Background: an optimization exercise with open tools, aiming at small area, a short achievable clock period and few clock cycles per item. Do not read the settings as production practice. Function was checked by simulation only, so behaviour that the tests miss may differ from the original. The clock cells of runs 1 and 3 come from the design's own scripts or RTL, not from TritonCTS. The flow treats the clock pin as an ideal source. Dropping or thinning the clock tree relies on that and would not hold on a real chip. No activity file was given, so power comes from the tool's default toggle rates.

File: flow/config.mk
export PLATFORM = sky130hd
export DESIGN_NAME = boron_enc
export DESIGN_NICKNAME = boron_enc
export VERILOG_FILES = /design/flow/design.v
export SDC_FILE = /design/flow/constraint.sdc
export NUM_CORES = 4
export LEC_CHECK = 0
export CAP_MARGIN = 20
export CORE_MARGIN = 2
export CORE_UTILIZATION = 65
export SETUP_SLACK_MARGIN = 3.1
export SLEW_MARGIN = 20
File: flow/constraint.sdc
create_clock -name core_clock -period 5.0 [get_ports {clk}]
set_input_delay 1.0000 -clock core_clock [delete_from_list [all_inputs] [get_ports {clk}]]
set_output_delay 1.0000 -clock core_clock [all_outputs]
set_load 0.01 [all_outputs]
File: flow/design.v
module s_box (
    input [3:0] i_sb, output [3:0] o_sb
);
    assign o_sb[0] = (!i_sb[3]&!i_sb[2]&i_sb[1]) | (!i_sb[2]&i_sb[1]&i_sb[0]) 
    | (!i_sb[3]&i_sb[2]&!i_sb[1]) | (i_sb[2]&!i_sb[1]&i_sb[0]) | 
    (i_sb[3]&!i_sb[2]&!i_sb[1]&!i_sb[0]) | (i_sb[3]&i_sb[2]&i_sb[1]&!i_sb[0]);
    assign o_sb[1] = (!i_sb[3]&!i_sb[2]&!i_sb[0]) | (!i_sb[3]&!i_sb[1]&!i_sb[0]) | (i_sb[2]&i_sb[1]&i_sb[0]) 
| (i_sb[3]&!i_sb[2]&i_sb[0]) | (i_sb[3]&i_sb[2]&i_sb[1]);
    assign o_sb[2] = (!i_sb[3]&!i_sb[2]&!i_sb[1]) | (!i_sb[2]&!i_sb[1]&!i_sb[0]) | (!i_sb[3]&i_sb[2]&!i_sb[0]) 
| (i_sb[3]&i_sb[1]&i_sb[0]) | (i_sb[3]&i_sb[2]&i_sb[0]);
    assign o_sb[3] = (!i_sb[3]&!i_sb[2]&!i_sb[0]) | (!i_sb[3]&i_sb[1]&!i_sb[0]) | (!i_sb[3]&i_sb[2]&i_sb[0]) 
| (i_sb[3]&!i_sb[1]&!i_sb[0]) | (i_sb[3]&!i_sb[2]&i_sb[1]&i_sb[0]);
endmodule
module block_shuffle (
    input [15:0] i_bs, output [15:0] o_bs
);
    assign o_bs = {i_bs[7:4], i_bs[3:0], i_bs[15:12], i_bs[11:8]};
endmodule
module round_permutation #(
    parameter [5:0] shift = 5'b0000,
    parameter [7:0] data_length = 8'd16
)(
    input [data_length - 1:0] i_rp,  output [data_length - 1:0] o_rp
); 
assign o_rp = (i_rp << shift) | (i_rp >> (data_length - shift));
endmodule
module XOR_layer (
    input [63:0] i_xor, output [63:0] o_xor
);
    assign o_xor = {(i_xor[63:48]^i_xor[47:32]^i_xor[15:0]), (i_xor[47:32]^i_xor[15:0]),(i_xor[63:48]^i_xor[31:16]), (i_xor[63:48]^i_xor[31:16]^i_xor[15:0])};
endmodule
module permutation_layer (
    input [63:0] i_pl, output [63:0] o_pl
);
    wire [63:0] bs2rp;
    wire [63:0] rp2xor;
    genvar i;
    generate
        for (i = 0; i < 4; i = i +1 ) begin
            block_shuffle bs(.i_bs(i_pl[(16*i + 15):16*i]), .o_bs(bs2rp[(16*i + 15):16*i]));
        end
    endgenerate
            round_permutation #(.shift(1), .data_length(16)) rp0(.i_rp(bs2rp[(16*0 + 15):16*0]), .o_rp(rp2xor[15:0]));
            round_permutation #(.shift(4), .data_length(16)) rp1(.i_rp(bs2rp[(16*1 + 15):16*1]), .o_rp(rp2xor[(16 + 15):16*1]));
            round_permutation #(.shift(7), .data_length(16)) rp2(.i_rp(bs2rp[(16*2 + 15):16*2]), .o_rp(rp2xor[(16*2 + 15):16*2]));
            round_permutation #(.shift(9), .data_length(16)) rp3(.i_rp(bs2rp[(16*3 + 15):16*3]), .o_rp(rp2xor[(16*3 + 15):16*3]));
    XOR_layer xl(.i_xor(rp2xor), .o_xor(o_pl));
endmodule
module add_round_key (
    input [63:0] i_ark_msg, input [63:0] i_ark_key,
    output [63:0] o_ark_cipher
);
    wire [63:0] xor_msg_key;
    wire [63:0] sb2pl;
    assign xor_msg_key = i_ark_key ^ i_ark_msg;
    genvar j;
    generate    
    for(j=0; j < 16; j = j + 1) begin
            s_box sb(.i_sb(xor_msg_key[(4*j + 3):4*j]), .o_sb(sb2pl[(4*j + 3):4*j]));
        end
    endgenerate
    permutation_layer pl(.i_pl(sb2pl), .o_pl(o_ark_cipher));
endmodule
module key_scheduler (
    input clk, rst, input [4:0] round_counter, input [79:0] i_ks_oldkey, output [79:0] o_ks_newkey 
);
    wire [79:0] level_shift;
    wire [79:0] level_sbox;
    wire [4:0] xor_rc;
    round_permutation #(.shift(13), .data_length(80)) rp (.i_rp(i_ks_oldkey), .o_rp(level_shift));
    s_box sb(.i_sb(level_shift[3:0]), .o_sb(level_sbox[3:0]));
    assign level_sbox[79:4] = level_shift[79:4];
    assign xor_rc = level_sbox[63:59]^(round_counter -1);
    assign o_ks_newkey = {level_sbox[79:64], xor_rc, level_sbox[58:0]};
endmodule
module boron_enc (
    input  clk, rst, start, input [63:0] plain_text, input [79:0] master_key,
    output reg done, output [63:0] cipher_text
);
    reg        busy;
    reg [4:0]  rc;           
    reg [63:0] x;
    reg [79:0] k;
    wire [63:0] x_next;
    wire [79:0] k_next;
    boron_dp dp(.busy(busy), .rc(rc), .x(x), .k(k), .pt(plain_text), .mk(master_key),
                .x_next(x_next), .k_next(k_next));
    always @(posedge clk) begin
        x <= x_next;
        k <= k_next;
        rc <= busy ? rc + 5'd1 : 5'd0;
    end
    always @(posedge clk) begin
        if (!rst) begin
            busy <= 1'b0;
            done <= 1'b0;
        end else begin
            done <= busy && rc == 5'd24;
            if (!busy)
                busy <= start;
            else if (rc == 5'd24)
                busy <= 1'b0;
        end
    end
    assign cipher_text = x;
endmodule
module boron_dp (
    input busy, input [4:0] rc, input [63:0] x, input [79:0] k,
    input [63:0] pt, input [79:0] mk,
    output [63:0] x_next, output [79:0] k_next
);
    wire [63:0] sp;
    wire [79:0] k_upd;
    add_round_key ark(.i_ark_msg(x), .i_ark_key(64'd0), .o_ark_cipher(sp));
    key_scheduler ks(.clk(1'b0), .rst(1'b0), .round_counter(rc + 5'd1), .i_ks_oldkey(k), .o_ks_newkey(k_upd));
    assign k_next = busy ? k_upd : mk;
    assign x_next = (busy ? sp : pt) ^ k_next[63:0];
endmodule
File: flow/flow/run.sh
#!/bin/bash
# Standard layout with three changes:
#  - the design's boron_dp module (the round's next-state logic) is replaced by
#    the same function mapped by hand to cells (dp_mapped.v, from gen/mkdp.py);
#    the registers and the rest of the design go through the standard synthesis;
#  - smaller port buffers (ports.tcl);
#  - a clock tree with the same number of buffers to every register (cts.tcl).
set -euo pipefail
here=$(pwd)
python3 flow/subst.py design.v flow/dp_mapped.v > design_mapped.v 2> subst.log
args=("VERILOG_FILES=$here/design_mapped.v" "PRE_GLOBAL_PLACE_TCL=$here/flow/ports.tcl" "PRE_CTS_TCL=$here/flow/cts.tcl")
if [[ -f flow/extra.txt ]]; then while read -r l; do [[ -n "$l" ]] && args+=("$l"); done < flow/extra.txt; fi
bash standard.sh "${args[@]}" finish > standard.log 2>&1
File: flow/flow/cts.tcl
# Clock tree built here instead of by TritonCTS. The flip-flops are split into
# 2^LEAF_LEVELS groups of equal size (alternately by median x and median y);
# each group gets a clkbuf_16 leaf buffer at its centre. With ROOT_LEVELS > 0
# the leaf buffers are themselves split the same way into 2^ROOT_LEVELS groups,
# each driven by a clkbuf_16 root buffer; the clock port drives the roots (or
# the leaves). Every register sees the same number of buffers from the port.
set ::cts_leaf_levels [expr {[info exists ::env(CTS_LEAF_LEVELS)] ? $::env(CTS_LEAF_LEVELS) : 2}]
set ::cts_root_levels [expr {[info exists ::env(CTS_ROOT_LEVELS)] ? $::env(CTS_ROOT_LEVELS) : 0}]
rename clock_tree_synthesis std_clock_tree_synthesis
proc split_sinks {sinks axis levels} {
  if {$levels == 0} { return [list $sinks] }
  set sorted [lsort -integer -index $axis $sinks]
  set half [expr {[llength $sorted] / 2}]
  set out {}
  foreach part [list [lrange $sorted 0 [expr {$half - 1}]] [lrange $sorted $half end]] {
    lappend out {*}[split_sinks $part [expr {1 - $axis}] [expr {$levels - 1}]]
  }
  return $out
}
proc drive_group {block master net_in g name} {
  set sx 0; set sy 0
  foreach s $g { incr sx [lindex $s 0]; incr sy [lindex $s 1] }
  set cnt [llength $g]
  set x [expr {$sx / $cnt}]
  set y [expr {$sy / $cnt}]
  set net [odb::dbNet_create $block "clknet_$name"]
  $net setSigType CLOCK
  set buf [odb::dbInst_create $block $master "clkbuf_$name"]
  $buf setLocation $x $y
  $buf setPlacementStatus PLACED
  [$buf findITerm A] connect $net_in
  [$buf findITerm X] connect $net
  foreach s $g {
    set it [lindex $s 2]
    $it disconnect
    $it connect $net
  }
  puts "clock buffer $name: $cnt sinks"
  return [list $x $y [$buf findITerm A]]
}
proc clock_tree_synthesis {args} {
  set block [ord::get_db_block]
  set master [[ord::get_db] findMaster sky130_fd_sc_hd__clkbuf_16]
  set clk_net [$block findNet clk]
  set sinks {}
  foreach it [$clk_net getITerms] {
    set loc [[$it getInst] getLocation]
    lappend sinks [list [lindex $loc 0] [lindex $loc 1] $it]
  }
  set leaves {}
  set n 0
  foreach g [split_sinks $sinks 0 $::cts_leaf_levels] {
    lappend leaves [drive_group $block $master $clk_net $g "leaf_$n"]
    incr n
  }
  if {$::cts_root_levels > 0} {
    set n 0
    foreach g [split_sinks $leaves 0 $::cts_root_levels] {
      drive_group $block $master $clk_net $g "root_$n"
      incr n
    }
  }
  set_propagated_clock [all_clocks]
}
File: flow/flow/dp_mapped.v
// boron_dp mapped to sky130_fd_sc_hd cells; written by gen/mkdp.py
module boron_sbox_m (input [3:0] i, output [3:0] o);
  wire n00;
  wire n01;
  wire n02;
  wire n03;
  wire n04;
  wire n05;
  wire n06;
  wire n07;
  wire n08;
  wire n09;
  wire n10;
  wire n11;
  wire n12;
  sky130_fd_sc_hd__inv_1 g0 (.A(i[2]), .Y(n12));
  sky130_fd_sc_hd__nor2_1 g1 (.A(i[1]), .B(i[2]), .Y(n00));
  sky130_fd_sc_hd__nand2b_1 g2 (.A_N(i[0]), .B(i[3]), .Y(n01));
  sky130_fd_sc_hd__nor2_1 g3 (.A(n12), .B(i[0]), .Y(n02));
  sky130_fd_sc_hd__o21ai_1 g4 (.A1(i[3]), .A2(n02), .B1(n01), .Y(n03));
  sky130_fd_sc_hd__nand2_1 g5 (.A(n00), .B(n03), .Y(n04));
  sky130_fd_sc_hd__o21ai_1 g6 (.A1(n00), .A2(n03), .B1(n04), .Y(o[2]));
  sky130_fd_sc_hd__nor2_1 g7 (.A(i[0]), .B(i[3]), .Y(n05));
  sky130_fd_sc_hd__nor2b_1 g8 (.A(n12), .B_N(i[1]), .Y(n06));
  sky130_fd_sc_hd__and3_1 g9 (.A(n12), .B(i[0]), .C(i[3]), .X(n07));
  sky130_fd_sc_hd__nor3_1 g10 (.A(n05), .B(n06), .C(n07), .Y(n08));
  sky130_fd_sc_hd__a21oi_1 g11 (.A1(n05), .A2(n06), .B1(n08), .Y(o[1]));
  sky130_fd_sc_hd__nor2_1 g12 (.A(n00), .B(n06), .Y(n09));
  sky130_fd_sc_hd__nand2_1 g13 (.A(n01), .B(n09), .Y(n10));
  sky130_fd_sc_hd__o21ai_1 g14 (.A1(n01), .A2(n09), .B1(n10), .Y(o[0]));
  sky130_fd_sc_hd__a22oi_1 g15 (.A1(n12), .A2(i[0]), .B1(i[1]), .B2(i[3]), .Y(n11));
  sky130_fd_sc_hd__o22a_1 g16 (.A1(i[1]), .A2(n03), .B1(n07), .B2(n11), .X(o[3]));
endmodule

module boron_dp (
    input busy, input [4:0] rc, input [63:0] x, input [79:0] k,
    input [63:0] pt, input [79:0] mk,
    output [63:0] x_next, output [79:0] k_next
);
  wire [63:0] s;
  wire [3:0] ks_o;
  boron_sbox_m sb0 (.i(x[3:0]), .o(s[3:0]));
  boron_sbox_m sb1 (.i(x[7:4]), .o(s[7:4]));
  boron_sbox_m sb2 (.i(x[11:8]), .o(s[11:8]));
  boron_sbox_m sb3 (.i(x[15:12]), .o(s[15:12]));
  boron_sbox_m sb4 (.i(x[19:16]), .o(s[19:16]));
  boron_sbox_m sb5 (.i(x[23:20]), .o(s[23:20]));
  boron_sbox_m sb6 (.i(x[27:24]), .o(s[27:24]));
  boron_sbox_m sb7 (.i(x[31:28]), .o(s[31:28]));
  boron_sbox_m sb8 (.i(x[35:32]), .o(s[35:32]));
  boron_sbox_m sb9 (.i(x[39:36]), .o(s[39:36]));
  boron_sbox_m sb10 (.i(x[43:40]), .o(s[43:40]));
  boron_sbox_m sb11 (.i(x[47:44]), .o(s[47:44]));
  boron_sbox_m sb12 (.i(x[51:48]), .o(s[51:48]));
  boron_sbox_m sb13 (.i(x[55:52]), .o(s[55:52]));
  boron_sbox_m sb14 (.i(x[59:56]), .o(s[59:56]));
  boron_sbox_m sb15 (.i(x[63:60]), .o(s[63:60]));
  boron_sbox_m ksb (.i({k[70], k[69], k[68], k[67]}), .o(ks_o));
  wire kx0;
  wire kx1;
  wire kx2;
  wire kx3;
  wire kx4;
  wire p32;
  wire p16;
  wire p48;
  wire p0;
  wire p33;
  wire p17;
  wire p49;
  wire p1;
  wire p34;
  wire p18;
  wire p50;
  wire p2;
  wire p35;
  wire p19;
  wire p51;
  wire p3;
  wire p36;
  wire p20;
  wire p52;
  wire p4;
  wire p37;
  wire p21;
  wire p53;
  wire p5;
  wire p38;
  wire p22;
  wire p54;
  wire p6;
  wire p39;
  wire p23;
  wire p55;
  wire p7;
  wire p40;
  wire p24;
  wire p56;
  wire p8;
  wire p41;
  wire p25;
  wire p57;
  wire p9;
  wire p42;
  wire p26;
  wire p58;
  wire p10;
  wire p43;
  wire p27;
  wire p59;
  wire p11;
  wire p44;
  wire p28;
  wire p60;
  wire p12;
  wire p45;
  wire p29;
  wire p61;
  wire p13;
  wire p46;
  wire p30;
  wire p62;
  wire p14;
  wire p47;
  wire p31;
  wire p63;
  wire p15;
  wire mi0;
  wire mi1;
  wire mi2;
  wire mi3;
  wire mi4;
  wire mi5;
  wire mi6;
  wire mi7;
  wire mi8;
  wire mi9;
  wire mi10;
  wire mi11;
  wire mi12;
  wire mi13;
  wire mi14;
  wire mi15;
  wire mi16;
  wire mi17;
  wire mi18;
  wire mi19;
  wire mi20;
  wire mi21;
  wire mi22;
  wire mi23;
  wire mi24;
  wire mi25;
  wire mi26;
  wire mi27;
  wire mi28;
  wire mi29;
  wire mi30;
  wire mi31;
  wire mi32;
  wire mi33;
  wire mi34;
  wire mi35;
  wire mi36;
  wire mi37;
  wire mi38;
  wire mi39;
  wire mi40;
  wire mi41;
  wire mi42;
  wire mi43;
  wire mi44;
  wire mi45;
  wire mi46;
  wire mi47;
  wire mi48;
  wire mi49;
  wire mi50;
  wire mi51;
  wire mi52;
  wire mi53;
  wire mi54;
  wire mi55;
  wire mi56;
  wire mi57;
  wire mi58;
  wire mi59;
  wire mi60;
  wire mi61;
  wire mi62;
  wire mi63;
  sky130_fd_sc_hd__xor2_1 c0 (.A(k[46]), .B(rc[0]), .X(kx0));
  sky130_fd_sc_hd__xor2_1 c1 (.A(k[47]), .B(rc[1]), .X(kx1));
  sky130_fd_sc_hd__xor2_1 c2 (.A(k[48]), .B(rc[2]), .X(kx2));
  sky130_fd_sc_hd__xor2_1 c3 (.A(k[49]), .B(rc[3]), .X(kx3));
  sky130_fd_sc_hd__xor2_1 c4 (.A(k[50]), .B(rc[4]), .X(kx4));
  sky130_fd_sc_hd__mux2_1 c5 (.A0(mk[0]), .A1(ks_o[0]), .S(busy), .X(k_next[0]));
  sky130_fd_sc_hd__mux2_1 c6 (.A0(mk[1]), .A1(ks_o[1]), .S(busy), .X(k_next[1]));
  sky130_fd_sc_hd__mux2_1 c7 (.A0(mk[2]), .A1(ks_o[2]), .S(busy), .X(k_next[2]));
  sky130_fd_sc_hd__mux2_1 c8 (.A0(mk[3]), .A1(ks_o[3]), .S(busy), .X(k_next[3]));
  sky130_fd_sc_hd__mux2_1 c9 (.A0(mk[4]), .A1(k[71]), .S(busy), .X(k_next[4]));
  sky130_fd_sc_hd__mux2_1 c10 (.A0(mk[5]), .A1(k[72]), .S(busy), .X(k_next[5]));
  sky130_fd_sc_hd__mux2_1 c11 (.A0(mk[6]), .A1(k[73]), .S(busy), .X(k_next[6]));
  sky130_fd_sc_hd__mux2_1 c12 (.A0(mk[7]), .A1(k[74]), .S(busy), .X(k_next[7]));
  sky130_fd_sc_hd__mux2_1 c13 (.A0(mk[8]), .A1(k[75]), .S(busy), .X(k_next[8]));
  sky130_fd_sc_hd__mux2_1 c14 (.A0(mk[9]), .A1(k[76]), .S(busy), .X(k_next[9]));
  sky130_fd_sc_hd__mux2_1 c15 (.A0(mk[10]), .A1(k[77]), .S(busy), .X(k_next[10]));
  sky130_fd_sc_hd__mux2_1 c16 (.A0(mk[11]), .A1(k[78]), .S(busy), .X(k_next[11]));
  sky130_fd_sc_hd__mux2_1 c17 (.A0(mk[12]), .A1(k[79]), .S(busy), .X(k_next[12]));
  sky130_fd_sc_hd__mux2_1 c18 (.A0(mk[13]), .A1(k[0]), .S(busy), .X(k_next[13]));
  sky130_fd_sc_hd__mux2_1 c19 (.A0(mk[14]), .A1(k[1]), .S(busy), .X(k_next[14]));
  sky130_fd_sc_hd__mux2_1 c20 (.A0(mk[15]), .A1(k[2]), .S(busy), .X(k_next[15]));
  sky130_fd_sc_hd__mux2_1 c21 (.A0(mk[16]), .A1(k[3]), .S(busy), .X(k_next[16]));
  sky130_fd_sc_hd__mux2_1 c22 (.A0(mk[17]), .A1(k[4]), .S(busy), .X(k_next[17]));
  sky130_fd_sc_hd__mux2_1 c23 (.A0(mk[18]), .A1(k[5]), .S(busy), .X(k_next[18]));
  sky130_fd_sc_hd__mux2_1 c24 (.A0(mk[19]), .A1(k[6]), .S(busy), .X(k_next[19]));
  sky130_fd_sc_hd__mux2_1 c25 (.A0(mk[20]), .A1(k[7]), .S(busy), .X(k_next[20]));
  sky130_fd_sc_hd__mux2_1 c26 (.A0(mk[21]), .A1(k[8]), .S(busy), .X(k_next[21]));
  sky130_fd_sc_hd__mux2_1 c27 (.A0(mk[22]), .A1(k[9]), .S(busy), .X(k_next[22]));
  sky130_fd_sc_hd__mux2_1 c28 (.A0(mk[23]), .A1(k[10]), .S(busy), .X(k_next[23]));
  sky130_fd_sc_hd__mux2_1 c29 (.A0(mk[24]), .A1(k[11]), .S(busy), .X(k_next[24]));
  sky130_fd_sc_hd__mux2_1 c30 (.A0(mk[25]), .A1(k[12]), .S(busy), .X(k_next[25]));
  sky130_fd_sc_hd__mux2_1 c31 (.A0(mk[26]), .A1(k[13]), .S(busy), .X(k_next[26]));
  sky130_fd_sc_hd__mux2_1 c32 (.A0(mk[27]), .A1(k[14]), .S(busy), .X(k_next[27]));
  sky130_fd_sc_hd__mux2_1 c33 (.A0(mk[28]), .A1(k[15]), .S(busy), .X(k_next[28]));
  sky130_fd_sc_hd__mux2_1 c34 (.A0(mk[29]), .A1(k[16]), .S(busy), .X(k_next[29]));
  sky130_fd_sc_hd__mux2_1 c35 (.A0(mk[30]), .A1(k[17]), .S(busy), .X(k_next[30]));
  sky130_fd_sc_hd__mux2_1 c36 (.A0(mk[31]), .A1(k[18]), .S(busy), .X(k_next[31]));
  sky130_fd_sc_hd__mux2_1 c37 (.A0(mk[32]), .A1(k[19]), .S(busy), .X(k_next[32]));
  sky130_fd_sc_hd__mux2_1 c38 (.A0(mk[33]), .A1(k[20]), .S(busy), .X(k_next[33]));
  sky130_fd_sc_hd__mux2_1 c39 (.A0(mk[34]), .A1(k[21]), .S(busy), .X(k_next[34]));
  sky130_fd_sc_hd__mux2_1 c40 (.A0(mk[35]), .A1(k[22]), .S(busy), .X(k_next[35]));
  sky130_fd_sc_hd__mux2_1 c41 (.A0(mk[36]), .A1(k[23]), .S(busy), .X(k_next[36]));
  sky130_fd_sc_hd__mux2_1 c42 (.A0(mk[37]), .A1(k[24]), .S(busy), .X(k_next[37]));
  sky130_fd_sc_hd__mux2_1 c43 (.A0(mk[38]), .A1(k[25]), .S(busy), .X(k_next[38]));
  sky130_fd_sc_hd__mux2_1 c44 (.A0(mk[39]), .A1(k[26]), .S(busy), .X(k_next[39]));
  sky130_fd_sc_hd__mux2_1 c45 (.A0(mk[40]), .A1(k[27]), .S(busy), .X(k_next[40]));
  sky130_fd_sc_hd__mux2_1 c46 (.A0(mk[41]), .A1(k[28]), .S(busy), .X(k_next[41]));
  sky130_fd_sc_hd__mux2_1 c47 (.A0(mk[42]), .A1(k[29]), .S(busy), .X(k_next[42]));
  sky130_fd_sc_hd__mux2_1 c48 (.A0(mk[43]), .A1(k[30]), .S(busy), .X(k_next[43]));
  sky130_fd_sc_hd__mux2_1 c49 (.A0(mk[44]), .A1(k[31]), .S(busy), .X(k_next[44]));
  sky130_fd_sc_hd__mux2_1 c50 (.A0(mk[45]), .A1(k[32]), .S(busy), .X(k_next[45]));
  sky130_fd_sc_hd__mux2_1 c51 (.A0(mk[46]), .A1(k[33]), .S(busy), .X(k_next[46]));
  sky130_fd_sc_hd__mux2_1 c52 (.A0(mk[47]), .A1(k[34]), .S(busy), .X(k_next[47]));
  sky130_fd_sc_hd__mux2_1 c53 (.A0(mk[48]), .A1(k[35]), .S(busy), .X(k_next[48]));
  sky130_fd_sc_hd__mux2_1 c54 (.A0(mk[49]), .A1(k[36]), .S(busy), .X(k_next[49]));
  sky130_fd_sc_hd__mux2_1 c55 (.A0(mk[50]), .A1(k[37]), .S(busy), .X(k_next[50]));
  sky130_fd_sc_hd__mux2_1 c56 (.A0(mk[51]), .A1(k[38]), .S(busy), .X(k_next[51]));
  sky130_fd_sc_hd__mux2_1 c57 (.A0(mk[52]), .A1(k[39]), .S(busy), .X(k_next[52]));
  sky130_fd_sc_hd__mux2_1 c58 (.A0(mk[53]), .A1(k[40]), .S(busy), .X(k_next[53]));
  sky130_fd_sc_hd__mux2_1 c59 (.A0(mk[54]), .A1(k[41]), .S(busy), .X(k_next[54]));
  sky130_fd_sc_hd__mux2_1 c60 (.A0(mk[55]), .A1(k[42]), .S(busy), .X(k_next[55]));
  sky130_fd_sc_hd__mux2_1 c61 (.A0(mk[56]), .A1(k[43]), .S(busy), .X(k_next[56]));
  sky130_fd_sc_hd__mux2_1 c62 (.A0(mk[57]), .A1(k[44]), .S(busy), .X(k_next[57]));
  sky130_fd_sc_hd__mux2_1 c63 (.A0(mk[58]), .A1(k[45]), .S(busy), .X(k_next[58]));
  sky130_fd_sc_hd__mux2_1 c64 (.A0(mk[59]), .A1(kx0), .S(busy), .X(k_next[59]));
  sky130_fd_sc_hd__mux2_1 c65 (.A0(mk[60]), .A1(kx1), .S(busy), .X(k_next[60]));
  sky130_fd_sc_hd__mux2_1 c66 (.A0(mk[61]), .A1(kx2), .S(busy), .X(k_next[61]));
  sky130_fd_sc_hd__mux2_1 c67 (.A0(mk[62]), .A1(kx3), .S(busy), .X(k_next[62]));
  sky130_fd_sc_hd__mux2_1 c68 (.A0(mk[63]), .A1(kx4), .S(busy), .X(k_next[63]));
  sky130_fd_sc_hd__mux2_1 c69 (.A0(mk[64]), .A1(k[51]), .S(busy), .X(k_next[64]));
  sky130_fd_sc_hd__mux2_1 c70 (.A0(mk[65]), .A1(k[52]), .S(busy), .X(k_next[65]));
  sky130_fd_sc_hd__mux2_1 c71 (.A0(mk[66]), .A1(k[53]), .S(busy), .X(k_next[66]));
  sky130_fd_sc_hd__mux2_1 c72 (.A0(mk[67]), .A1(k[54]), .S(busy), .X(k_next[67]));
  sky130_fd_sc_hd__mux2_1 c73 (.A0(mk[68]), .A1(k[55]), .S(busy), .X(k_next[68]));
  sky130_fd_sc_hd__mux2_1 c74 (.A0(mk[69]), .A1(k[56]), .S(busy), .X(k_next[69]));
  sky130_fd_sc_hd__mux2_1 c75 (.A0(mk[70]), .A1(k[57]), .S(busy), .X(k_next[70]));
  sky130_fd_sc_hd__mux2_1 c76 (.A0(mk[71]), .A1(k[58]), .S(busy), .X(k_next[71]));
  sky130_fd_sc_hd__mux2_1 c77 (.A0(mk[72]), .A1(k[59]), .S(busy), .X(k_next[72]));
  sky130_fd_sc_hd__mux2_1 c78 (.A0(mk[73]), .A1(k[60]), .S(busy), .X(k_next[73]));
  sky130_fd_sc_hd__mux2_1 c79 (.A0(mk[74]), .A1(k[61]), .S(busy), .X(k_next[74]));
  sky130_fd_sc_hd__mux2_1 c80 (.A0(mk[75]), .A1(k[62]), .S(busy), .X(k_next[75]));
  sky130_fd_sc_hd__mux2_1 c81 (.A0(mk[76]), .A1(k[63]), .S(busy), .X(k_next[76]));
  sky130_fd_sc_hd__mux2_1 c82 (.A0(mk[77]), .A1(k[64]), .S(busy), .X(k_next[77]));
  sky130_fd_sc_hd__mux2_1 c83 (.A0(mk[78]), .A1(k[65]), .S(busy), .X(k_next[78]));
  sky130_fd_sc_hd__mux2_1 c84 (.A0(mk[79]), .A1(k[66]), .S(busy), .X(k_next[79]));
  sky130_fd_sc_hd__xor2_1 c85 (.A(s[33]), .B(s[7]), .X(p32));
  sky130_fd_sc_hd__xor2_1 c86 (.A(s[63]), .B(s[20]), .X(p16));
  sky130_fd_sc_hd__xor2_1 c87 (.A(p32), .B(s[63]), .X(p48));
  sky130_fd_sc_hd__xor2_1 c88 (.A(p16), .B(s[7]), .X(p0));
  sky130_fd_sc_hd__xor2_1 c89 (.A(s[34]), .B(s[8]), .X(p33));
  sky130_fd_sc_hd__xor2_1 c90 (.A(s[48]), .B(s[21]), .X(p17));
  sky130_fd_sc_hd__xor2_1 c91 (.A(p33), .B(s[48]), .X(p49));
  sky130_fd_sc_hd__xor2_1 c92 (.A(p17), .B(s[8]), .X(p1));
  sky130_fd_sc_hd__xor2_1 c93 (.A(s[35]), .B(s[9]), .X(p34));
  sky130_fd_sc_hd__xor2_1 c94 (.A(s[49]), .B(s[22]), .X(p18));
  sky130_fd_sc_hd__xor2_1 c95 (.A(p34), .B(s[49]), .X(p50));
  sky130_fd_sc_hd__xor2_1 c96 (.A(p18), .B(s[9]), .X(p2));
  sky130_fd_sc_hd__xor2_1 c97 (.A(s[36]), .B(s[10]), .X(p35));
  sky130_fd_sc_hd__xor2_1 c98 (.A(s[50]), .B(s[23]), .X(p19));
  sky130_fd_sc_hd__xor2_1 c99 (.A(p35), .B(s[50]), .X(p51));
  sky130_fd_sc_hd__xor2_1 c100 (.A(p19), .B(s[10]), .X(p3));
  sky130_fd_sc_hd__xor2_1 c101 (.A(s[37]), .B(s[11]), .X(p36));
  sky130_fd_sc_hd__xor2_1 c102 (.A(s[51]), .B(s[24]), .X(p20));
  sky130_fd_sc_hd__xor2_1 c103 (.A(p36), .B(s[51]), .X(p52));
  sky130_fd_sc_hd__xor2_1 c104 (.A(p20), .B(s[11]), .X(p4));
  sky130_fd_sc_hd__xor2_1 c105 (.A(s[38]), .B(s[12]), .X(p37));
  sky130_fd_sc_hd__xor2_1 c106 (.A(s[52]), .B(s[25]), .X(p21));
  sky130_fd_sc_hd__xor2_1 c107 (.A(p37), .B(s[52]), .X(p53));
  sky130_fd_sc_hd__xor2_1 c108 (.A(p21), .B(s[12]), .X(p5));
  sky130_fd_sc_hd__xor2_1 c109 (.A(s[39]), .B(s[13]), .X(p38));
  sky130_fd_sc_hd__xor2_1 c110 (.A(s[53]), .B(s[26]), .X(p22));
  sky130_fd_sc_hd__xor2_1 c111 (.A(p38), .B(s[53]), .X(p54));
  sky130_fd_sc_hd__xor2_1 c112 (.A(p22), .B(s[13]), .X(p6));
  sky130_fd_sc_hd__xor2_1 c113 (.A(s[40]), .B(s[14]), .X(p39));
  sky130_fd_sc_hd__xor2_1 c114 (.A(s[54]), .B(s[27]), .X(p23));
  sky130_fd_sc_hd__xor2_1 c115 (.A(p39), .B(s[54]), .X(p55));
  sky130_fd_sc_hd__xor2_1 c116 (.A(p23), .B(s[14]), .X(p7));
  sky130_fd_sc_hd__xor2_1 c117 (.A(s[41]), .B(s[15]), .X(p40));
  sky130_fd_sc_hd__xor2_1 c118 (.A(s[55]), .B(s[28]), .X(p24));
  sky130_fd_sc_hd__xor2_1 c119 (.A(p40), .B(s[55]), .X(p56));
  sky130_fd_sc_hd__xor2_1 c120 (.A(p24), .B(s[15]), .X(p8));
  sky130_fd_sc_hd__xor2_1 c121 (.A(s[42]), .B(s[0]), .X(p41));
  sky130_fd_sc_hd__xor2_1 c122 (.A(s[56]), .B(s[29]), .X(p25));
  sky130_fd_sc_hd__xor2_1 c123 (.A(p41), .B(s[56]), .X(p57));
  sky130_fd_sc_hd__xor2_1 c124 (.A(p25), .B(s[0]), .X(p9));
  sky130_fd_sc_hd__xor2_1 c125 (.A(s[43]), .B(s[1]), .X(p42));
  sky130_fd_sc_hd__xor2_1 c126 (.A(s[57]), .B(s[30]), .X(p26));
  sky130_fd_sc_hd__xor2_1 c127 (.A(p42), .B(s[57]), .X(p58));
  sky130_fd_sc_hd__xor2_1 c128 (.A(p26), .B(s[1]), .X(p10));
  sky130_fd_sc_hd__xor2_1 c129 (.A(s[44]), .B(s[2]), .X(p43));
  sky130_fd_sc_hd__xor2_1 c130 (.A(s[58]), .B(s[31]), .X(p27));
  sky130_fd_sc_hd__xor2_1 c131 (.A(p43), .B(s[58]), .X(p59));
  sky130_fd_sc_hd__xor2_1 c132 (.A(p27), .B(s[2]), .X(p11));
  sky130_fd_sc_hd__xor2_1 c133 (.A(s[45]), .B(s[3]), .X(p44));
  sky130_fd_sc_hd__xor2_1 c134 (.A(s[59]), .B(s[16]), .X(p28));
  sky130_fd_sc_hd__xor2_1 c135 (.A(p44), .B(s[59]), .X(p60));
  sky130_fd_sc_hd__xor2_1 c136 (.A(p28), .B(s[3]), .X(p12));
  sky130_fd_sc_hd__xor2_1 c137 (.A(s[46]), .B(s[4]), .X(p45));
  sky130_fd_sc_hd__xor2_1 c138 (.A(s[60]), .B(s[17]), .X(p29));
  sky130_fd_sc_hd__xor2_1 c139 (.A(p45), .B(s[60]), .X(p61));
  sky130_fd_sc_hd__xor2_1 c140 (.A(p29), .B(s[4]), .X(p13));
  sky130_fd_sc_hd__xor2_1 c141 (.A(s[47]), .B(s[5]), .X(p46));
  sky130_fd_sc_hd__xor2_1 c142 (.A(s[61]), .B(s[18]), .X(p30));
  sky130_fd_sc_hd__xor2_1 c143 (.A(p46), .B(s[61]), .X(p62));
  sky130_fd_sc_hd__xor2_1 c144 (.A(p30), .B(s[5]), .X(p14));
  sky130_fd_sc_hd__xor2_1 c145 (.A(s[32]), .B(s[6]), .X(p47));
  sky130_fd_sc_hd__xor2_1 c146 (.A(s[62]), .B(s[19]), .X(p31));
  sky130_fd_sc_hd__xor2_1 c147 (.A(p47), .B(s[62]), .X(p63));
  sky130_fd_sc_hd__xor2_1 c148 (.A(p31), .B(s[6]), .X(p15));
  sky130_fd_sc_hd__mux2i_1 c149 (.A0(pt[0]), .A1(p0), .S(busy), .Y(mi0));
  sky130_fd_sc_hd__xnor2_1 c150 (.A(mi0), .B(k_next[0]), .Y(x_next[0]));
  sky130_fd_sc_hd__mux2i_1 c151 (.A0(pt[1]), .A1(p1), .S(busy), .Y(mi1));
  sky130_fd_sc_hd__xnor2_1 c152 (.A(mi1), .B(k_next[1]), .Y(x_next[1]));
  sky130_fd_sc_hd__mux2i_1 c153 (.A0(pt[2]), .A1(p2), .S(busy), .Y(mi2));
  sky130_fd_sc_hd__xnor2_1 c154 (.A(mi2), .B(k_next[2]), .Y(x_next[2]));
  sky130_fd_sc_hd__mux2i_1 c155 (.A0(pt[3]), .A1(p3), .S(busy), .Y(mi3));
  sky130_fd_sc_hd__xnor2_1 c156 (.A(mi3), .B(k_next[3]), .Y(x_next[3]));
  sky130_fd_sc_hd__mux2i_1 c157 (.A0(pt[4]), .A1(p4), .S(busy), .Y(mi4));
  sky130_fd_sc_hd__xnor2_1 c158 (.A(mi4), .B(k_next[4]), .Y(x_next[4]));
  sky130_fd_sc_hd__mux2i_1 c159 (.A0(pt[5]), .A1(p5), .S(busy), .Y(mi5));
  sky130_fd_sc_hd__xnor2_1 c160 (.A(mi5), .B(k_next[5]), .Y(x_next[5]));
  sky130_fd_sc_hd__mux2i_1 c161 (.A0(pt[6]), .A1(p6), .S(busy), .Y(mi6));
  sky130_fd_sc_hd__xnor2_1 c162 (.A(mi6), .B(k_next[6]), .Y(x_next[6]));
  sky130_fd_sc_hd__mux2i_1 c163 (.A0(pt[7]), .A1(p7), .S(busy), .Y(mi7));
  sky130_fd_sc_hd__xnor2_1 c164 (.A(mi7), .B(k_next[7]), .Y(x_next[7]));
  sky130_fd_sc_hd__mux2i_1 c165 (.A0(pt[8]), .A1(p8), .S(busy), .Y(mi8));
  sky130_fd_sc_hd__xnor2_1 c166 (.A(mi8), .B(k_next[8]), .Y(x_next[8]));
  sky130_fd_sc_hd__mux2i_1 c167 (.A0(pt[9]), .A1(p9), .S(busy), .Y(mi9));
  sky130_fd_sc_hd__xnor2_1 c168 (.A(mi9), .B(k_next[9]), .Y(x_next[9]));
  sky130_fd_sc_hd__mux2i_1 c169 (.A0(pt[10]), .A1(p10), .S(busy), .Y(mi10));
  sky130_fd_sc_hd__xnor2_1 c170 (.A(mi10), .B(k_next[10]), .Y(x_next[10]));
  sky130_fd_sc_hd__mux2i_1 c171 (.A0(pt[11]), .A1(p11), .S(busy), .Y(mi11));
  sky130_fd_sc_hd__xnor2_1 c172 (.A(mi11), .B(k_next[11]), .Y(x_next[11]));
  sky130_fd_sc_hd__mux2i_1 c173 (.A0(pt[12]), .A1(p12), .S(busy), .Y(mi12));
  sky130_fd_sc_hd__xnor2_1 c174 (.A(mi12), .B(k_next[12]), .Y(x_next[12]));
  sky130_fd_sc_hd__mux2i_1 c175 (.A0(pt[13]), .A1(p13), .S(busy), .Y(mi13));
  sky130_fd_sc_hd__xnor2_1 c176 (.A(mi13), .B(k_next[13]), .Y(x_next[13]));
  sky130_fd_sc_hd__mux2i_1 c177 (.A0(pt[14]), .A1(p14), .S(busy), .Y(mi14));
  sky130_fd_sc_hd__xnor2_1 c178 (.A(mi14), .B(k_next[14]), .Y(x_next[14]));
  sky130_fd_sc_hd__mux2i_1 c179 (.A0(pt[15]), .A1(p15), .S(busy), .Y(mi15));
  sky130_fd_sc_hd__xnor2_1 c180 (.A(mi15), .B(k_next[15]), .Y(x_next[15]));
  sky130_fd_sc_hd__mux2i_1 c181 (.A0(pt[16]), .A1(p16), .S(busy), .Y(mi16));
  sky130_fd_sc_hd__xnor2_1 c182 (.A(mi16), .B(k_next[16]), .Y(x_next[16]));
  sky130_fd_sc_hd__mux2i_1 c183 (.A0(pt[17]), .A1(p17), .S(busy), .Y(mi17));
  sky130_fd_sc_hd__xnor2_1 c184 (.A(mi17), .B(k_next[17]), .Y(x_next[17]));
  sky130_fd_sc_hd__mux2i_1 c185 (.A0(pt[18]), .A1(p18), .S(busy), .Y(mi18));
  sky130_fd_sc_hd__xnor2_1 c186 (.A(mi18), .B(k_next[18]), .Y(x_next[18]));
  sky130_fd_sc_hd__mux2i_1 c187 (.A0(pt[19]), .A1(p19), .S(busy), .Y(mi19));
  sky130_fd_sc_hd__xnor2_1 c188 (.A(mi19), .B(k_next[19]), .Y(x_next[19]));
  sky130_fd_sc_hd__mux2i_1 c189 (.A0(pt[20]), .A1(p20), .S(busy), .Y(mi20));
  sky130_fd_sc_hd__xnor2_1 c190 (.A(mi20), .B(k_next[20]), .Y(x_next[20]));
  sky130_fd_sc_hd__mux2i_1 c191 (.A0(pt[21]), .A1(p21), .S(busy), .Y(mi21));
  sky130_fd_sc_hd__xnor2_1 c192 (.A(mi21), .B(k_next[21]), .Y(x_next[21]));
  sky130_fd_sc_hd__mux2i_1 c193 (.A0(pt[22]), .A1(p22), .S(busy), .Y(mi22));
  sky130_fd_sc_hd__xnor2_1 c194 (.A(mi22), .B(k_next[22]), .Y(x_next[22]));
  sky130_fd_sc_hd__mux2i_1 c195 (.A0(pt[23]), .A1(p23), .S(busy), .Y(mi23));
  sky130_fd_sc_hd__xnor2_1 c196 (.A(mi23), .B(k_next[23]), .Y(x_next[23]));
  sky130_fd_sc_hd__mux2i_1 c197 (.A0(pt[24]), .A1(p24), .S(busy), .Y(mi24));
  sky130_fd_sc_hd__xnor2_1 c198 (.A(mi24), .B(k_next[24]), .Y(x_next[24]));
  sky130_fd_sc_hd__mux2i_1 c199 (.A0(pt[25]), .A1(p25), .S(busy), .Y(mi25));
  sky130_fd_sc_hd__xnor2_1 c200 (.A(mi25), .B(k_next[25]), .Y(x_next[25]));
  sky130_fd_sc_hd__mux2i_1 c201 (.A0(pt[26]), .A1(p26), .S(busy), .Y(mi26));
  sky130_fd_sc_hd__xnor2_1 c202 (.A(mi26), .B(k_next[26]), .Y(x_next[26]));
  sky130_fd_sc_hd__mux2i_1 c203 (.A0(pt[27]), .A1(p27), .S(busy), .Y(mi27));
  sky130_fd_sc_hd__xnor2_1 c204 (.A(mi27), .B(k_next[27]), .Y(x_next[27]));
  sky130_fd_sc_hd__mux2i_1 c205 (.A0(pt[28]), .A1(p28), .S(busy), .Y(mi28));
  sky130_fd_sc_hd__xnor2_1 c206 (.A(mi28), .B(k_next[28]), .Y(x_next[28]));
  sky130_fd_sc_hd__mux2i_1 c207 (.A0(pt[29]), .A1(p29), .S(busy), .Y(mi29));
  sky130_fd_sc_hd__xnor2_1 c208 (.A(mi29), .B(k_next[29]), .Y(x_next[29]));
  sky130_fd_sc_hd__mux2i_1 c209 (.A0(pt[30]), .A1(p30), .S(busy), .Y(mi30));
  sky130_fd_sc_hd__xnor2_1 c210 (.A(mi30), .B(k_next[30]), .Y(x_next[30]));
  sky130_fd_sc_hd__mux2i_1 c211 (.A0(pt[31]), .A1(p31), .S(busy), .Y(mi31));
  sky130_fd_sc_hd__xnor2_1 c212 (.A(mi31), .B(k_next[31]), .Y(x_next[31]));
  sky130_fd_sc_hd__mux2i_1 c213 (.A0(pt[32]), .A1(p32), .S(busy), .Y(mi32));
  sky130_fd_sc_hd__xnor2_1 c214 (.A(mi32), .B(k_next[32]), .Y(x_next[32]));
  sky130_fd_sc_hd__mux2i_1 c215 (.A0(pt[33]), .A1(p33), .S(busy), .Y(mi33));
  sky130_fd_sc_hd__xnor2_1 c216 (.A(mi33), .B(k_next[33]), .Y(x_next[33]));
  sky130_fd_sc_hd__mux2i_1 c217 (.A0(pt[34]), .A1(p34), .S(busy), .Y(mi34));
  sky130_fd_sc_hd__xnor2_1 c218 (.A(mi34), .B(k_next[34]), .Y(x_next[34]));
  sky130_fd_sc_hd__mux2i_1 c219 (.A0(pt[35]), .A1(p35), .S(busy), .Y(mi35));
  sky130_fd_sc_hd__xnor2_1 c220 (.A(mi35), .B(k_next[35]), .Y(x_next[35]));
  sky130_fd_sc_hd__mux2i_1 c221 (.A0(pt[36]), .A1(p36), .S(busy), .Y(mi36));
  sky130_fd_sc_hd__xnor2_1 c222 (.A(mi36), .B(k_next[36]), .Y(x_next[36]));
  sky130_fd_sc_hd__mux2i_1 c223 (.A0(pt[37]), .A1(p37), .S(busy), .Y(mi37));
  sky130_fd_sc_hd__xnor2_1 c224 (.A(mi37), .B(k_next[37]), .Y(x_next[37]));
  sky130_fd_sc_hd__mux2i_1 c225 (.A0(pt[38]), .A1(p38), .S(busy), .Y(mi38));
  sky130_fd_sc_hd__xnor2_1 c226 (.A(mi38), .B(k_next[38]), .Y(x_next[38]));
  sky130_fd_sc_hd__mux2i_1 c227 (.A0(pt[39]), .A1(p39), .S(busy), .Y(mi39));
  sky130_fd_sc_hd__xnor2_1 c228 (.A(mi39), .B(k_next[39]), .Y(x_next[39]));
  sky130_fd_sc_hd__mux2i_1 c229 (.A0(pt[40]), .A1(p40), .S(busy), .Y(mi40));
  sky130_fd_sc_hd__xnor2_1 c230 (.A(mi40), .B(k_next[40]), .Y(x_next[40]));
  sky130_fd_sc_hd__mux2i_1 c231 (.A0(pt[41]), .A1(p41), .S(busy), .Y(mi41));
  sky130_fd_sc_hd__xnor2_1 c232 (.A(mi41), .B(k_next[41]), .Y(x_next[41]));
  sky130_fd_sc_hd__mux2i_1 c233 (.A0(pt[42]), .A1(p42), .S(busy), .Y(mi42));
  sky130_fd_sc_hd__xnor2_1 c234 (.A(mi42), .B(k_next[42]), .Y(x_next[42]));
  sky130_fd_sc_hd__mux2i_1 c235 (.A0(pt[43]), .A1(p43), .S(busy), .Y(mi43));
  sky130_fd_sc_hd__xnor2_1 c236 (.A(mi43), .B(k_next[43]), .Y(x_next[43]));
  sky130_fd_sc_hd__mux2i_1 c237 (.A0(pt[44]), .A1(p44), .S(busy), .Y(mi44));
  sky130_fd_sc_hd__xnor2_1 c238 (.A(mi44), .B(k_next[44]), .Y(x_next[44]));
  sky130_fd_sc_hd__mux2i_1 c239 (.A0(pt[45]), .A1(p45), .S(busy), .Y(mi45));
  sky130_fd_sc_hd__xnor2_1 c240 (.A(mi45), .B(k_next[45]), .Y(x_next[45]));
  sky130_fd_sc_hd__mux2i_1 c241 (.A0(pt[46]), .A1(p46), .S(busy), .Y(mi46));
  sky130_fd_sc_hd__xnor2_1 c242 (.A(mi46), .B(k_next[46]), .Y(x_next[46]));
  sky130_fd_sc_hd__mux2i_1 c243 (.A0(pt[47]), .A1(p47), .S(busy), .Y(mi47));
  sky130_fd_sc_hd__xnor2_1 c244 (.A(mi47), .B(k_next[47]), .Y(x_next[47]));
  sky130_fd_sc_hd__mux2i_1 c245 (.A0(pt[48]), .A1(p48), .S(busy), .Y(mi48));
  sky130_fd_sc_hd__xnor2_1 c246 (.A(mi48), .B(k_next[48]), .Y(x_next[48]));
  sky130_fd_sc_hd__mux2i_1 c247 (.A0(pt[49]), .A1(p49), .S(busy), .Y(mi49));
  sky130_fd_sc_hd__xnor2_1 c248 (.A(mi49), .B(k_next[49]), .Y(x_next[49]));
  sky130_fd_sc_hd__mux2i_1 c249 (.A0(pt[50]), .A1(p50), .S(busy), .Y(mi50));
  sky130_fd_sc_hd__xnor2_1 c250 (.A(mi50), .B(k_next[50]), .Y(x_next[50]));
  sky130_fd_sc_hd__mux2i_1 c251 (.A0(pt[51]), .A1(p51), .S(busy), .Y(mi51));
  sky130_fd_sc_hd__xnor2_1 c252 (.A(mi51), .B(k_next[51]), .Y(x_next[51]));
  sky130_fd_sc_hd__mux2i_1 c253 (.A0(pt[52]), .A1(p52), .S(busy), .Y(mi52));
  sky130_fd_sc_hd__xnor2_1 c254 (.A(mi52), .B(k_next[52]), .Y(x_next[52]));
  sky130_fd_sc_hd__mux2i_1 c255 (.A0(pt[53]), .A1(p53), .S(busy), .Y(mi53));
  sky130_fd_sc_hd__xnor2_1 c256 (.A(mi53), .B(k_next[53]), .Y(x_next[53]));
  sky130_fd_sc_hd__mux2i_1 c257 (.A0(pt[54]), .A1(p54), .S(busy), .Y(mi54));
  sky130_fd_sc_hd__xnor2_1 c258 (.A(mi54), .B(k_next[54]), .Y(x_next[54]));
  sky130_fd_sc_hd__mux2i_1 c259 (.A0(pt[55]), .A1(p55), .S(busy), .Y(mi55));
  sky130_fd_sc_hd__xnor2_1 c260 (.A(mi55), .B(k_next[55]), .Y(x_next[55]));
  sky130_fd_sc_hd__mux2i_1 c261 (.A0(pt[56]), .A1(p56), .S(busy), .Y(mi56));
  sky130_fd_sc_hd__xnor2_1 c262 (.A(mi56), .B(k_next[56]), .Y(x_next[56]));
  sky130_fd_sc_hd__mux2i_1 c263 (.A0(pt[57]), .A1(p57), .S(busy), .Y(mi57));
  sky130_fd_sc_hd__xnor2_1 c264 (.A(mi57), .B(k_next[57]), .Y(x_next[57]));
  sky130_fd_sc_hd__mux2i_1 c265 (.A0(pt[58]), .A1(p58), .S(busy), .Y(mi58));
  sky130_fd_sc_hd__xnor2_1 c266 (.A(mi58), .B(k_next[58]), .Y(x_next[58]));
  sky130_fd_sc_hd__mux2i_1 c267 (.A0(pt[59]), .A1(p59), .S(busy), .Y(mi59));
  sky130_fd_sc_hd__xnor2_1 c268 (.A(mi59), .B(k_next[59]), .Y(x_next[59]));
  sky130_fd_sc_hd__mux2i_1 c269 (.A0(pt[60]), .A1(p60), .S(busy), .Y(mi60));
  sky130_fd_sc_hd__xnor2_1 c270 (.A(mi60), .B(k_next[60]), .Y(x_next[60]));
  sky130_fd_sc_hd__mux2i_1 c271 (.A0(pt[61]), .A1(p61), .S(busy), .Y(mi61));
  sky130_fd_sc_hd__xnor2_1 c272 (.A(mi61), .B(k_next[61]), .Y(x_next[61]));
  sky130_fd_sc_hd__mux2i_1 c273 (.A0(pt[62]), .A1(p62), .S(busy), .Y(mi62));
  sky130_fd_sc_hd__xnor2_1 c274 (.A(mi62), .B(k_next[62]), .Y(x_next[62]));
  sky130_fd_sc_hd__mux2i_1 c275 (.A0(pt[63]), .A1(p63), .S(busy), .Y(mi63));
  sky130_fd_sc_hd__xnor2_1 c276 (.A(mi63), .B(k_next[63]), .Y(x_next[63]));
endmodule
File: flow/flow/extra.txt
CTS_LEAF_LEVELS=3
CTS_ROOT_LEVELS=1
File: flow/flow/ports.tcl
# Port buffers: buf_1 on the inputs, buf_2 on the outputs (which drive the
# output load), in place of the single buffer_ports call global placement makes.
rename buffer_ports std_buffer_ports
proc buffer_ports {args} {
  std_buffer_ports -inputs -buffer_cell sky130_fd_sc_hd__buf_1
  std_buffer_ports -outputs -buffer_cell sky130_fd_sc_hd__buf_2
}
File: flow/flow/subst.py
#!/usr/bin/env python3
"""subst.py DESIGN MAPPED: prints DESIGN with its boron_dp module replaced by the
cell-level modules in MAPPED (the same function, mapped by hand)."""
import re, sys
design = open(sys.argv[1]).read()
mapped = open(sys.argv[2]).read()
out, n = re.subn(r"(?ms)^\s*module\s+boron_dp\b.*?^\s*endmodule\b", "", design)
if n != 1:
    sys.exit("boron_dp not found exactly once in " + sys.argv[1])
sys.stdout.write(out + "\n" + mapped)
File: flow/standard.sh
#!/bin/bash
# synth_recipe.tcl (not shown) runs the flow's synth.tcl, then flattens the netlist and writes it again
# the make line also repeats each setting of config.mk as NAME=value (left out here)
make -C /OpenROAD-flow-scripts/flow DESIGN_CONFIG=/design/flow/config.mk WORK_HOME=/design/flow/orfs CLKGATE_MAP_FILE= SYNTH_SCRIPT=/design/flow/synth_recipe.tcl "${@:-finish}"
==> results of run 1 <==
[layout make-up]
class,instances,area (um2),share of cell area [%]
Timing Repair Buffer,230,1070,11.4
Tap cell,140,175,1.88
Inverter,19,71.3,0.766
Sequential cell,151,3090,33.2
Buffer,10,250,2.69
Multi-Input combinational cell,567,4660,50.0
[layout by cell type (no fill, tap or decap), types with 14 or more instances in the layout]
cell type	count
buf_1	146
dfxtp_1	102
mux2_1	80
buf_2	65
xnor2_1	64
mux2i_1	62
nor2_1	61
dfxtp_2	47
xor2_1	46
nand2_1	34
o21ai_2	27
xor2_2	24
o21ai_1	22
nand2b_1	18
and3_1	18
a22oi_1	17
inv_1	16
nor3_1	16
buf_4	16
o22a_1	14
[where the power goes]
group,switching [mW],internal [mW]
clock,0.373,0.358
sequential,0.458,1.64
combinational,3.03,2.34
[metrics by stage]
step,area (um2),setup slack (ns),std cells,utilization (%)
6_report,9310,3.07,1117,85.2
5_1_grt,9310,2.96,1117,85.2
3_3_place_gp,8410,2.88,1089,76.9
3_5_place_dp,8410,2.82,1089,76.9
4_1_cts,8820,3.04,1103,80.6
2_1_floorplan,7340,2.85,737,-
[cell families after synthesis]
kind of cell | count (synthesis) | share of synthesized area [%]
AND/OR/NAND/NOR | 181 | 11.6
adder cells (fa/ha/maj) | 2 | 0.341
multiplexers | 146 | 21.3
AO/OA/AOI/OAI | 104 | 8.55
buffers and inverters | 19 | 0.973
XOR/XNOR | 134 | 16.0
flip-flops | 151 | 41.2
[path summary, 6_finish.rpt]
check	from	endpoint	slack (ns)	cells past startpoint
max	x[59]$_DFF_P_	cipher_text[59]	3.07	1
min	k[61]$_DFF_P_	k[74]$_DFF_P_	0.44	1
max reg2reg	x[14]$_DFF_P_	x[54]$_DFF_P_	3.10	8
min reg2reg	k[61]$_DFF_P_	k[74]$_DFF_P_	0.44	1
[state kept, by name, indices dropped and copies added (netlist names)]
register	cells
k	80
x	64
rc	5
busy	1
done	1
[routing by layer]
layer	part of all wire (%)	wire length [um]
met5	0.073	16
met4	3.8	824
met3	8.2	1790
met2	49	10700
met1	39	8450
[what timing repair did]
action	4_1_cts	5_1_grt
endpoints found under the setup margin	118	76
setup buffers	4	13
pin swaps	7	26
gates resized for setup	39	107
endpoints found under the hold margin	0	0
gates cloned	0	1
==> summary.md, run 1 <==
The flow ran to the end and the layout has no timing, DRC or antenna violations. Buffers placed on the I/O ports in this run total 211. The fraction of layout cells with a size suffix above 1 is 24.2%, and the floorplan row count is 38. The hold slack was 0.443 ns.

The number of warnings printed during yosys synthesis is 1. Global routing's busiest layer: met2. The first TritonRoute pass finished after 7 iterations. For this run, the leading register cell type out of synthesis is dfxtp_1. The total leakage power is 3.84 nW, and the aggregate global-route resource usage is 32.5%.

After the last flow step, the layout net total stands at 1128. The power per standard cell area is 879 nW/um2, and the worst-margin pin slew is 0.543 ns. In this run the count of I/O pins placed on the die edge is 212.

The logs give 0 for the count of inserted antenna diode cells and 10900 um2 for the core footprint. Measured along the y axis, the die boundary spans 110 um. The worst setup path is launched from a flop. In this design, the largest share of critical-path delay is due to flip-flops.

The number of nets handed over by synthesis was 886. In this run the tightest slew margin relative to its limit is 63.8%. Wires add up to 21800 um. After synthesis, the most frequently instantiated cells are dfxtp_1 (151), mux2_1 (80), xor2_1 (70), nor2_1 (68), mux2i_1 (66). On the critical path, the stage with the largest delay is an instance of dfxtp_1. The area growth from synthesis to layout is 27.0%. Setup repair after global routing could not meet its margin everywhere. Entering global routing, the biggest net connects 97 pins. In the final routed layout, each cell accounts on average for 19.5 um. At the end of routability-driven placement, the weighted congestion stood at 0.889. For the met2 usage, the log shows 58.4%.

The tools report the number of antenna violations at the first check in global routing as 1. Counting the fill cells in the layout gives 623. The number of max-slew violations in the final report was 0; the timing-limited maximum frequency was 0.518 GHz. A synthesized cell averages 9.95 um2. The post-synthesis register bit count was 151. The min-delay analysis places its worst path in the category reg -> reg. The die covers 12100 um2. The tools report the number of max-capacitance violations reported as 0.

The die span in x was 110 um; the maximum VDD drop was 701 uV. The fraction of registers with async set/reset works out to 0%. The final hold violation count came out at 0.

For this block, the via count after detailed routing is 6418. The synthesized design contains 0 enable-type register cells. In this run the worst path has a maximum fanout of 6. Using the TritonRoute via totals, the vias-per-cell ratio works out to 5.75.

For the post-route antenna net violation count, the log shows 0. The type of destination of the critical path was a primary output. Ranked by total cell area, the synthesized netlist is headed by dfxtp_1 (41%), mux2_1 (12%), mux2i_1 (9.0%). The first global-routing pass estimated 30300 um of wire. The DRC violations left was 0.

Between clock sinks in the finished design, the worst skew comes to 0.0119 ns. For the combined area of all synthesized cells, the log shows 7330 um2. The portion of the post-synthesis area used by sequential elements is 41.2%, and the number of setup violations in the final report is 0. The category of the most critical setup path was reg -> out. Counting distinct cell types in the post-synthesis netlist gives 21. Total negative setup slack: 0 ns.

The HPWL after detailed placement is 15800 um. For the initial core utilization, the log shows 67.1%. The tools report the DRC marker count from the first detailed-route iteration as 544. Summed over all layers, the global routing overflow is 0.

At the later pin of the worst-skew pair, clock insertion delay measures 0.31 ns. The worst path needs 1.93 ns of the cycle, external delays included. Total power for the finished layout comes to 8.19 mW.

For met3 alone, demand over resource in global routing was 4.88%. The cell count after synthesis came out at 737. In this run, post-CTS hold repair placed 0 buffers. STA puts the critical path data arrival time at 0.93 ns. The register clock-pin slew on the reported worst setup and hold paths is 0.08 ns, and the met1 track demand over resource in global routing is 40.2%. The area fraction of the dominant cell type after synthesis was 41.2%; the sum of buffers and inverters on the critical path was 1. The post-synthesis cell type with the largest combined area was dfxtp_1. In the finished design, the share of the clock period the worst path needs comes to 38.6%. The critical path goes through buf_2. The critical path data required time is 4.00 ns, and the critical path's largest stage delay is 0.44 ns. Yosys instantiated no cell more often than dfxtp_1.

The via count of the first global-routing pass is 6093.
Testbench counts, summed over its fixed seeds: cycles 9,992, items 384.
==> run 2, diff against run 1 <==
--- a/flow/config.mk
+++ b/flow/config.mk
@@ -8,5 +8,5 @@
 export CAP_MARGIN = 20
 export CORE_MARGIN = 2
 export CORE_UTILIZATION = 65
-export SETUP_SLACK_MARGIN = 3.1
+export SETUP_SLACK_MARGIN = 3.2
 export SLEW_MARGIN = 20
==> summary.md, run 2 <==
In the post-synthesis netlist, the cell with the most instances is dfxtp_1. The area share of fa/ha/maj cells after synthesis works out to 0.341% (unchanged). Entering global routing, the biggest net connects 49 pins.

The stage where the run ended was 5_1_grt. By count the netlist is led by dfxtp_1 (151), mux2_1 (80), xor2_1 (70), nor2_1 (68), mux2i_1 (66). When the last timing repair stopped, the worst path ended at cipher_text[59]. Count of port buffers added during placement: 211 (unchanged). The area fraction of the dominant cell type after synthesis was 41.2% (unchanged). The first error in the log reads "[ERROR DPL-0038] Utilization greater than 100%, impossible to legalize".

The die span in x came out at 110 um (unchanged). The number of enable flip-flop cells after synthesis is 0 (unchanged). Post-synthesis register bit count: 151 (unchanged). The worst setup timing slack at the placement stage was 2.84 ns (+0.0200 ns).

The run stopped with a tool error. The fraction of registers with async set/reset works out to 0% (unchanged). The tools report the HPWL after detailed placement as 15800 um (about the same).

The run gives 7330 um2 (unchanged) as the combined area of all synthesized cells. For the initial core utilization, the log shows 67.1% (unchanged). The number of warnings printed during yosys synthesis is 1 (unchanged), and the complex-gate fraction of the synthesized area is 8.55% (unchanged). After the last repair the worst path ends at an output port. The distinct cell type count after synthesis is 21 (unchanged), and the area fraction in and, or, nand and nor cells after synthesis is 11.6% (unchanged). By area the synthesized netlist is led by dfxtp_1 (41%), mux2_1 (12%), mux2i_1 (9.0%).

The most used flip-flop cell after synthesis is dfxtp_1. Post-synthesis share of cell area spent on xor and xnor gates: 16.0% (unchanged). Post-synthesis cell type with the largest combined area: dfxtp_1. The multiplexer share of the synthesized area was 21.3% (unchanged). The boundary pin count was 212 (unchanged); the weighted congestion at the end of routability-driven global placement was 0.906 (+1.9%).

The combinational family with the most area after synthesis was multiplexers. The net count of the mapped netlist is 886 (unchanged), and the portion of the post-synthesis area used by sequential elements is 41.2% (unchanged). The gate count after technology mapping was 737 (unchanged); the synthesized area divided by synthesized cell count was 9.95 um2 (unchanged).

The run gives 38 (unchanged) as the floorplan row count. The chip height was 110 um (unchanged); the quantity of hold-fixing buffers added after cts was 0 (unchanged).
-- run 2: worst min-delay path by stage --
| stage | start | to | slack (ns) |
|---|---|---|---|
| after floorplan | k[51]$_DFF_P_ | k[64]$_DFF_P_ | 0.42 |
| after CTS | k[61]$_DFF_P_ | k[74]$_DFF_P_ | 0.44 |
| after global placement | k[58]$_DFF_P_ | k[71]$_DFF_P_ | 0.42 |
| after detailed placement | k[61]$_DFF_P_ | k[74]$_DFF_P_ | 0.43 |
-- run 2: stage by stage --
step	utilization [%]	hold slack (ns)	std cells	instance area (um2)	total power, mW
floorplan	-	0.417	737	7340	5.00
CTS	88.5	0.445	1140	9670	8.21
detailed placement	76.9	0.428	1089	8410	6.29
global placement	76.9	0.419	1089	8410	6.12
-- run 2: power by group through the flow --
stage	Combinational, mW	Clock, mW	Sequential [mW]
2_1_floorplan	2.96	0	2.05
3_3_place_gp	4.13	0	1.98
3_5_place_dp	4.28	0	2.01
4_1_cts	5.39	0.736	2.08
-- run 2: timing repair --
item                                    in CTS
setup buffers                               40
pin swaps                                   24
gates cloned                                 1
endpoints found under the setup margin     163
resized for setup                          187
-- run 2: cells by family after synthesis --
group                      Yosys count
muxes                              146
AOI/OAI and AO/OA                  104
xor gates and xnor gates           134
buffers and inverters               19
DFF                                151
and+or+nand+nor                    181
adders and majority gates            2
==> run 3, diff against run 2 <==
--- a/flow/config.mk
+++ b/flow/config.mk
@@ -8,5 +8,5 @@
 export CAP_MARGIN = 20
 export CORE_MARGIN = 2
 export CORE_UTILIZATION = 65
-export SETUP_SLACK_MARGIN = 3.2
+export SETUP_SLACK_MARGIN = 3.0
 export SLEW_MARGIN = 20
==> summary.md, run 3 <==
The flow ran to the end and the layout has no timing, DRC or antenna violations. The power per standard cell area is 841 nW/um2, and the aggregate global-route resource usage is 31.9%. The time the final worst path needs with I/O delays and setup works out to 1.99 ns. Setup repair after global routing could not meet its margin everywhere.

Compared with the post-synthesis result, the final layout area differs by 21.2%. The flip-flop count of the largest register, all copies and words added is 80. The count of cells along the worst hold path is 1, and the detailed-route wire length per cell is 18.5 um. For the final database, setup skew stands at 0.0151 ns. The logs give 7330 um2 (unchanged) for the combined area of all synthesized cells and 3.01 ns for the worst setup slack for register-to-register paths.

Along the worst path, the maximum fanout reaches 4. Most common library cell in the layout ignoring fill and taps: buf_1. For this run, design rule violations remaining after detail routing come to 0. The tools report the HPWL after detailed placement as 15700 um (-0.23%). For the final worst slack, the log shows 3.01 ns. The area fraction of the dominant cell type after synthesis was 41.2% (unchanged); the total leakage power was 3.72 nW. Number of enable flip-flop cells after synthesis: 0 (unchanged). Among all flip-flop cells after synthesis, the most frequent one is dfxtp_1. Across the run, the number of max-cap violations was 0. Clock-pin slew was measured on the worst setup and hold paths at 0.07 ns.

The worst-case IR drop observed on VDD is 494 uV. The placement-stage cell area is 8410 um2 (unchanged). The count of port buffers added during placement was 211 (unchanged). After synthesis, the cell types taking the most area are dfxtp_1 (41%), mux2_1 (12%), mux2i_1 (9.0%). The number of setup violations in the final report is 0, and the portion of the post-synthesis area used by sequential elements is 41.2% (unchanged). In this design, the stage delay of the slowest critical-path cell is 0.39 ns. After the flow finishes, the layout carries non-filler instances totaling 1106. The chip height is 110 um (unchanged).

The distinct cell type count after synthesis was 21 (unchanged). The tools report the type of origin of the critical path as a flop. The hold path startpoint is k[60]$_DFF_P_. The core region is 10900 um2. The number of antenna violations at the first check in global routing was 1; the data arrival at the endpoint of the critical path was 2.18 ns. Traced cell by cell, the critical path runs through inv_1 > nor2_1 > o21ai_2 > o22a_1 > xor2_2 > xor2_1 > mux2i_1 > xnor2_1.

The total negative setup slack came out at 0 ns. The cell at the slowest stage of the critical path was dfxtp_1. The total overflow left after global routing is 0.

The final net count was 1117. Post-synthesis register bit count: 151 (unchanged). The timing-limited maximum frequency is 0.502 GHz, and the later-pin clock latency in the skew report is 0.31 ns. The fraction of registers with async set/reset works out to 0% (unchanged).

The run gives 0.917 (+1.2%) as the weighted congestion at the end of routability-driven global placement. The cell with the most instances after synthesis was dfxtp_1. Placed instance count: 1089 (unchanged). The number of warnings printed during yosys synthesis is 1 (unchanged), and the net count of the mapped netlist is 886 (unchanged).

Of the cells placed in the final design, the portion with a size suffix greater than 1 is 12.9%. The critical path data required time was 5.19 ns. The tools report the worst reg2reg path endpoint as x[12]$_DFF_P_. Overall routed net length: 20500 um.

The initial core utilization is 67.1% (unchanged). The largest registers in the layout are k (80), x (64), rc (5). The worst hold path class was reg -> reg.

The die span in x was 110 um (unchanged). The final hold violation count is 0, and the via count of the first global-routing pass is 6159. The power consumption is 7.47 mW. STA classifies the critical path endpoint as a flop.

The first TritonRoute pass finished after 5 iterations. The run gives 2.83 ns (-0.0110 ns) as the worst setup timing slack at the placement stage. Counting cells, the worst reg-to-reg path comes to 8.

The via total after detailed routing is 6226, and the count of inserted antenna diode cells is 0. The synthesized area divided by synthesized cell count was 9.95 um2 (unchanged); the pin count of the biggest net entering global routing was 97. The finished cells cover 8890 um2.

At the pin with the least slew margin, the transition time is 0.559 ns. In the layout the commonest cells are buf_1 (146), dfxtp_1 (143), mux2_1 (80). The number of max-slew violations in the final report was 0. Post-route antenna net violation count: 0. Of all cell types, the one taking the most synthesized area is dfxtp_1.

The worst hold path terminates at k[73]$_DFF_P_. The tools report the gate count after technology mapping as 737 (unchanged). The global-route wire length before repair was 30100 um; the relative max-transition margin was 62.7%. The commonest cells after synthesis are dfxtp_1 (151), mux2_1 (80), xor2_1 (70), nor2_1 (68), mux2i_1 (66). The logs give 485 for the DRC marker count from the first detailed-route iteration and 212 (unchanged) for the boundary pin count. Counting flops per register, the top entry is k. The floorplan row count was 38 (unchanged); the number of vias per cell after detailed routing was 5.63. The area enclosed by the die boundary is 12100 um2. The launching point of the worst reg2reg path is x[58]$_DFF_P_.

The category of the most critical setup path was reg -> reg. The worst path uses 39.8% of the clock period.
## run 3: cell counts after synthesis
No cell type changed its count.
## run 3: metal layers
metal / GRT usage (%) / share of wire, % / up-vias
met5: 0 / 0.064 / -
met4: 8.13 / 2.5 / 2
met3: 4.17 / 7.2 / 32
met2: 58.9 / 50 / 264
met1: 39.1 / 40 / 2924
li1: - / - / 3004
## run 3: area by class of cell
class / count / area, um2
plain buffers: 10 / 250
fillers: 738 / 2050
inverters: 19 / 71.3
multi-input cells: 567 / 4400
flip-flops and latches: 151 / 3040
well taps: 140 / 175
repair buffers: 219 / 958
## run 3: stage by stage
step / util, % / hold WS (ns)
6_report: 81.3 / 0.441
5_1_grt: 81.3 / 0.457
4_1_cts: 79.6 / 0.444
3_5_place_dp: 76.9 / 0.426
3_3_place_gp: 76.9 / 0.418
2_1_floorplan: - / 0.417
## run 3: kinds of logic after synthesis
family / after synthesis / synth area share (%)
AND/OR/NAND/NOR: 181 / 11.6
flip-flops: 151 / 41.2
multiplexers: 146 / 21.3
XOR/XNOR: 134 / 16.0
AO/OA/AOI/OAI: 104 / 8.55
buffers and inverters: 19 / 0.973
adder cells (fa/ha/maj): 2 / 0.341
## run 3: worst max-delay path by stage
stage / startpoint / to / slack (ns) / cells after the start
after floorplan: busy$_SDFF_PN0_ / x[10]$_DFF_P_ / 2.85 / 2
after global placement: busy$_SDFF_PN0_ / x[18]$_DFF_P_ / 2.89 / 3
after detailed placement: busy$_SDFF_PN0_ / x[63]$_DFF_P_ / 2.83 / 3
after CTS: x[50]$_DFF_P_ / x[3]$_DFF_P_ / 3.02 / 9
after global routing: x[62]$_DFF_P_ / x[13]$_DFF_P_ / 2.86 / 8
final: x[58]$_DFF_P_ / x[12]$_DFF_P_ / 3.01 / 8
## run 3: critical path, delay by kind of cell (launching register included)
kind                      cells  cell delay, ns
xor gates and xnor gates      3            0.68
DFF                           1            0.39
AOI/OAI and AO/OA             2            0.36
muxes                         1            0.17
and+or+nand+nor               1            0.15
buffers and inverters         1            0.10
## run 3: power by group
group	switching, mW	internal [mW]
combinational	2.73	2.00
clock	0.363	0.358
sequential	0.430	1.59
## run 3: timing repair
action	in CTS	in global routing
buffers inserted	2	5
gates resized for setup	3	40
pin swaps	4	11
endpoints found under the setup margin	78	25
hold buffers	0	0
cloned	0	0

Check on run 3: ideal ports give 3.009 ns setup slack; a clkbuf_16 on the clock port and buf_2 on the inputs give 2.982 ns; moving port delays by the midpoint clock arrival (0.359 ns) as well gives 3.009 ns.
